Source: an optimization exercise on an open RTL-to-GDS flow (aim: small area, a short achievable clock period and few clock cycles). Production flows keep margins and buffers that such runs may drop. In this exercise RTL edits were held to simulation tests only and were not proved equivalent to the original. The clock input has no modelled driver; a real chip could not lean on it and would need a root buffer or a full tree. Power and IR drop assume default switching activity.

Design top_axi_lite, start of the top module:
module top_axi_lite (
    input  logic        clk,
    input  logic        rstn,
    input  logic        start,
    input  logic        mode,        
    input  logic [31:0] addr,
    input  logic [31:0] wdata_in,
    output logic [31:0] rdata_out,
    output logic        done
);
For scale: roughly 550 flip-flops, about 100 I/O pins, about 20000 um2 of cells after synthesis.
==> flow/config.mk <==
export PLATFORM = sky130hd
export DESIGN_NAME = top_axi_lite
export DESIGN_NICKNAME = top_axi_lite
export VERILOG_FILES = /design/flow/design.v
export SDC_FILE = /design/flow/constraint.sdc
export NUM_CORES = 4
export LEC_CHECK = 0
export CAP_MARGIN = 20
export CORE_MARGIN = 2
export CORE_UTILIZATION = 65
export CTS_CLUSTER_DIAMETER = 60
export CTS_CLUSTER_SIZE = 25
export SETUP_SLACK_MARGIN = 1.8
export SLEW_MARGIN = 20
==> flow/constraint.sdc <==
create_clock -name core_clock -period 3.5 [get_ports {clk}]
set_input_delay 0.7000 -clock core_clock [delete_from_list [all_inputs] [get_ports {clk}]]
set_output_delay 0.7000 -clock core_clock [all_outputs]
set_load 0.01 [all_outputs]
run.sh (not shown) runs the stock make flow with config.mk's settings and CLKGATE_MAP_FILE= SYNTH_SCRIPT=/design/flow/synth_recipe.tcl, a recipe that flattens the netlist after the stock synthesis.
Testbench counts at the start, summed over its fixed seeds: cycles 8,000.
==> next run, changes <==
- CORE_UTILIZATION: 65 -> 55
- CTS_CLUSTER_DIAMETER: 60 -> 100
- CTS_CLUSTER_SIZE: 25 -> 30
Outcome:
- The new run passed the timing, DRC and antenna checks
- final area falls by 3.8%
- cell count climbs by about 1%
- wire length is lower by 8.2%
- total power falls by about 11%
- worst setup slack is worse by 14 ps
- first-iteration DRC count falls by 51%
- global-route usage went down by 5.8 points
- worst hold slack gets worse by 38 ps
- clock-buffer cell count came out lower by 5
- non-clock buffer count drops by 27
- core utilization is lower by 14 points
==> next run, changes <==
- CTS_CLUSTER_DIAMETER: 100 -> unset
- CTS_CLUSTER_SIZE: 30 -> unset
- SETUP_SLACK_MARGIN: 1.8 -> 1.9
What happened: First-iteration DRC count increases by about 40%. Critical path depth went up by 4. Clock-buffer cell count goes up by 37. Worst setup slack got worse by 16 ps.

top_axi_lite, a different RTL version from the one above (not shown whole).
Size in the first run: ~1600 cells after synthesis, about 550 flip-flops, roughly 100 I/O pins, ~0.019 mm^2 of cells after synthesis.
==> flow/config.mk <==
export PLATFORM = sky130hd
export DESIGN_NAME = top_axi_lite
export DESIGN_NICKNAME = top_axi_lite
export VERILOG_FILES = /design/flow/design.v
export SDC_FILE = /design/flow/constraint.sdc
export NUM_CORES = 4
export LEC_CHECK = 0
export CAP_MARGIN = 20
export CORE_MARGIN = 2
export CORE_UTILIZATION = 55
export SETUP_SLACK_MARGIN = 1.85
export SLEW_MARGIN = 20
export SYNTH_HIERARCHICAL = 1
export SYNTH_MINIMUM_KEEP_SIZE = 0
==> flow/constraint.sdc <==
create_clock -name core_clock -period 3.5 [get_ports {clk}]
set_input_delay 0.7000 -clock core_clock [delete_from_list [all_inputs] [get_ports {clk}]]
set_output_delay 0.7000 -clock core_clock [all_outputs]
set_load 0.01 [all_outputs]
standard.sh (not shown) runs the stock make flow with config.mk's settings and CLKGATE_MAP_FILE= SYNTH_SCRIPT=/design/flow/synth_recipe.tcl, a recipe that flattens the netlist after the stock synthesis.
==> flow/flow/run.sh <==
#!/bin/bash
# The standard layout with two changes:
#  - ports are buffered with buf_4 cells instead of the cell buffer_ports picks;
#  - at the end of the CTS step, flow/clock_tree.tcl replaces the clock tree
#    with a two-level one (clock port -> 3 root buffers -> 20 leaf buffers ->
#    flip-flops) and repairs timing again.
# Full output in standard.log (ORFS's per-step logs are under orfs/logs).
set -euo pipefail
export CT_LEAFS=20 CT_ROOTS=3
bash standard.sh "BUFFER_PORTS_ARGS=-buffer_cell sky130_fd_sc_hd__buf_4" \
  "POST_CTS_TCL=$PWD/flow/clock_tree.tcl" finish > standard.log 2>&1
==> flow/flow/clock_tree.tcl <==
# Runs at the end of ORFS's CTS step (POST_CTS_TCL). Replaces the clock tree
# that clock_tree_synthesis built with a two-level one: the clock port drives
# a few root buffers, each root drives the leaf buffers near it, one leaf
# buffer per cluster of flip-flops, and each leaf buffer drives the clock pins
# of its cluster. All flip-flops get
# the same number of buffers (two) on their clock path, and the tree is not
# skewed on purpose. Then timing is repaired again on the new tree.

set ct_buf   sky130_fd_sc_hd__clkbuf_16
set ct_leafs [expr {[info exists ::env(CT_LEAFS)] ? $::env(CT_LEAFS) : 16}]

set block [ord::get_db_block]
set db    [ord::get_db]
set clk   [$block findNet clk]

# Flip-flop clock pins, as odb iterms.
set sinks {}
foreach pin [all_registers -clock_pins -edge_triggered] {
  lappend sinks [sta::sta_to_db_pin $pin]
}
puts "clock_tree: [llength $sinks] flip-flop clock pins"

# Remove what clock_tree_synthesis built: every instance in the clock tree
# between the clock port and the flip-flops, and the dummy loads.
set doomed {}
foreach inst [$block getInsts] {
  set name [$inst getName]
  if {[string match clkbuf_* $name] || [string match clkload* $name]} {
    lappend doomed $inst
  }
}
foreach inst $doomed { odb::dbInst_destroy $inst }
foreach net [$block getNets] {
  if {[string match clknet_* [$net getName]] && [llength [$net getITerms]] == 0} {
    odb::dbNet_destroy $net
  }
}
puts "clock_tree: removed [llength $doomed] instances of the old tree"

# Cluster the sinks by position, seeded at quantiles of y.
set pts {}
foreach it $sinks {
  set bb [[$it getInst] getBBox]
  lappend pts [list [expr {([$bb xMin] + [$bb xMax]) / 2.0}] [expr {([$bb yMin] + [$bb yMax]) / 2.0}]]
}
set n [llength $pts]
set order [lsort -real -index 1 $pts]
set cent {}
for {set k 0} {$k < $ct_leafs} {incr k} {
  lappend cent [lindex $order [expr {int(($k + 0.5) * $n / $ct_leafs)}]]
}
# Capacitated k-means: each pass assigns the sinks greedily by distance to
# the nearest centre that still has room (at most ct_cap sinks per leaf), then
# moves each centre to the mean of its sinks.
set ct_cap [expr {int(ceil(1.1 * $n / $ct_leafs))}]
for {set iter 0} {$iter < 30} {incr iter} {
  set pairs {}
  set i 0
  foreach p $pts {
    for {set k 0} {$k < $ct_leafs} {incr k} {
      set c [lindex $cent $k]
      lappend pairs [list [expr {abs([lindex $p 0] - [lindex $c 0]) + abs([lindex $p 1] - [lindex $c 1])}] $i $k]
    }
    incr i
  }
  set pairs [lsort -real -index 0 $pairs]
  set assign [lrepeat $n -1]
  set fill [lrepeat $ct_leafs 0]
  set left $n
  foreach pr $pairs {
    lassign $pr d i k
    if {[lindex $assign $i] >= 0 || [lindex $fill $k] >= $ct_cap} { continue }
    lset assign $i $k
    lset fill $k [expr {[lindex $fill $k] + 1}]
    if {[incr left -1] == 0} { break }
  }
  set newc {}
  for {set k 0} {$k < $ct_leafs} {incr k} {
    set sx 0.0; set sy 0.0; set c 0
    foreach p $pts a $assign {
      if {$a == $k} { set sx [expr {$sx + [lindex $p 0]}]; set sy [expr {$sy + [lindex $p 1]}]; incr c }
    }
    if {$c > 0} { lappend newc [list [expr {$sx / $c}] [expr {$sy / $c}]] } else { lappend newc [lindex $cent $k] }
  }
  set cent $newc
}

set master [$db findMaster $ct_buf]
proc ct_place {inst x y} {
  $inst setLocation [expr {int($x)}] [expr {int($y)}]
  $inst setPlacementStatus PLACED
}

# Root buffers: the leaf buffers are grouped by position into ct_roots
# groups (k-means again), with one root buffer at the middle of each group.
# The clock port drives the root buffers directly (ct_roots <= 4 pins).
set ct_roots [expr {[info exists ::env(CT_ROOTS)] ? $::env(CT_ROOTS) : 4}]
set rorder [lsort -real -index 0 $cent]
set rcent {}
for {set r 0} {$r < $ct_roots} {incr r} {
  lappend rcent [lindex $rorder [expr {int(($r + 0.5) * $ct_leafs / $ct_roots)}]]
}
for {set iter 0} {$iter < 50} {incr iter} {
  set rassign {}
  foreach p $cent {
    set best 0; set bd 1e30
    for {set r 0} {$r < $ct_roots} {incr r} {
      set c [lindex $rcent $r]
      set d [expr {abs([lindex $p 0] - [lindex $c 0]) + abs([lindex $p 1] - [lindex $c 1])}]
      if {$d < $bd} { set bd $d; set best $r }
    }
    lappend rassign $best
  }
  set newc {}
  for {set r 0} {$r < $ct_roots} {incr r} {
    set sx 0.0; set sy 0.0; set c 0
    foreach p $cent a $rassign {
      if {$a == $r} { set sx [expr {$sx + [lindex $p 0]}]; set sy [expr {$sy + [lindex $p 1]}]; incr c }
    }
    if {$c > 0} { lappend newc [list [expr {$sx / $c}] [expr {$sy / $c}]] } else { lappend newc [lindex $rcent $r] }
  }
  set rcent $newc
}
set rootnets {}
for {set r 0} {$r < $ct_roots} {incr r} {
  set root [odb::dbInst_create $block $master ct_root_$r]
  set c [lindex $rcent $r]
  ct_place $root [lindex $c 0] [lindex $c 1]
  set rootnet [odb::dbNet_create $block ct_root_net_$r]
  $rootnet setSigType CLOCK
  [$root findITerm A] connect $clk
  [$root findITerm X] connect $rootnet
  lappend rootnets $rootnet
}

for {set k 0} {$k < $ct_leafs} {incr k} {
  set leaf [odb::dbInst_create $block $master ct_leaf_$k]
  set c [lindex $cent $k]
  ct_place $leaf [lindex $c 0] [lindex $c 1]
  set net [odb::dbNet_create $block ct_leaf_net_$k]
  $net setSigType CLOCK
  [$leaf findITerm A] connect [lindex $rootnets [lindex $rassign $k]]
  [$leaf findITerm X] connect $net
  set cnt 0
  foreach it $sinks a $assign {
    if {$a == $k} {
      $it disconnect
      $it connect $net
      incr cnt
    }
  }
  puts "clock_tree: leaf $k at [lindex $c 0] [lindex $c 1] drives $cnt flip-flops"
}
$clk setSigType CLOCK

# Optional: give the address decode's gates (found by the names of the nets
# they drive, from the RTL's gate modules) a strong drive before repair, as
# each drives many loads. CT_SIZE holds pairs of net-name pattern and cell.
if {[info exists ::env(CT_SIZE)]} {
  foreach {pattern cell} $::env(CT_SIZE) {
    set m [$db findMaster $cell]
    set c 0
    foreach net [$block getNets] {
      if {![string match $pattern [$net getName]]} { continue }
      foreach it [$net getITerms] {
        if {[$it isOutputSignal]} { [$it getInst] swapMaster $m; incr c }
      }
    }
    puts "clock_tree: $c drivers of $pattern made $cell"
  }
}

detailed_placement
set_propagated_clock [all_clocks]
estimate_parasitics -placement
report_clock_skew
report_clock_latency
repair_timing_helper
detailed_placement
check_placement -verbose
estimate_parasitics -placement
report_worst_slack
report_clock_skew
Testbench counts at the start, summed over its fixed seeds: cycles 8,000.
Edit:
--- a/flow/flow/run.sh
+++ b/flow/flow/run.sh
@@ -4,3 +4,3 @@
 #  - at the end of the CTS step, flow/clock_tree.tcl replaces the clock tree
-#    with a two-level one (clock port -> 3 root buffers -> 20 leaf buffers ->
+#    with a two-level one (clock port -> 2 root buffers -> 32 clkbuf_8 leaf buffers ->
 #    flip-flops) and repairs timing again.
@@ -8,3 +8,3 @@
 set -euo pipefail
-export CT_LEAFS=20 CT_ROOTS=3
+export CT_LEAFS=32 CT_ROOTS=2 CT_LEAF_BUF=sky130_fd_sc_hd__clkbuf_8
 bash standard.sh "BUFFER_PORTS_ARGS=-buffer_cell sky130_fd_sc_hd__buf_4" \
--- a/flow/flow/clock_tree.tcl
+++ b/flow/flow/clock_tree.tcl
@@ -9,2 +9,3 @@
 set ct_buf   sky130_fd_sc_hd__clkbuf_16
+set ct_leaf_buf [expr {[info exists ::env(CT_LEAF_BUF)] ? $::env(CT_LEAF_BUF) : $ct_buf}]
 set ct_leafs [expr {[info exists ::env(CT_LEAFS)] ? $::env(CT_LEAFS) : 16}]
@@ -136,3 +137,3 @@
 for {set k 0} {$k < $ct_leafs} {incr k} {
-  set leaf [odb::dbInst_create $block $master ct_leaf_$k]
+  set leaf [odb::dbInst_create $block [$db findMaster $ct_leaf_buf] ct_leaf_$k]
   set c [lindex $cent $k]
What happened: First-iteration DRC count went down by 3.7%; wire length went down by 3.8%; design area went down by 3.5%; die area stays the same; maximum frequency went up by 2.3%; total power went down by 2.5%; combinational power went down by about 4%; via count went down by 2.0%; utilization went down by 2.3 points; critical path depth stays the same; setup slack is better by 0.039 ns.
No run of this note takes its clock network from TritonCTS; it comes from the design's own scripts or RTL.

-- afterwards: timing with drivers on the ports --
How much do the figures lean on ideal ports? The routed layouts below were timed once more, with nothing changed but the port constraints. Step 1 sets driving cells, clkbuf_16 on the clock port and buf_2 on the other inputs (assumed; they add their load-dependent delay and slew). Step 2, shift: input delay + t, output delay - t, t = (earliest + latest rising clock arrival at the registers) / 2. This alone moves slack from input paths to output paths. a / b / c = ideal ports / drivers / drivers and shift; a / b = the first two.
run | shift t [ns] | setup WS [ns] | worst hold slack (ns) | worst setup path after step 2 | latest minus earliest clock arrival (ns)
the first run of note 1 | 0.579 | 1.761 / 1.647 / 1.068 | 0.313 / 0.285 / 0.672 | input to register | 0.018 / 0.018
the second run of note 1 | 0.584 | 1.746 / 1.699 / 1.118 | 0.274 / 0.245 / 0.676 | input to register | 0.036 / 0.036
the third run of note 1 | 0.633 | 1.731 / 1.687 / 1.064 | 0.259 / 0.230 / 0.658 | input to register | 0.018 / 0.017
the first run of note 2 | 0.457 | 1.767 / 1.804 / 1.347 | 0.474 / 0.446 / 0.474 | input to register | 0.090 / 0.090
the second run of note 2 | 0.496 | 1.806 / 1.783 / 1.352 | 0.474 / 0.467 / 0.474 | input to register | 0.072 / 0.072
After both steps every run listed still meets setup and hold. For the first run of note 1, which loses most, drivers alone change the setup slack by -0.114 ns; drivers and shift together by -0.693 ns.
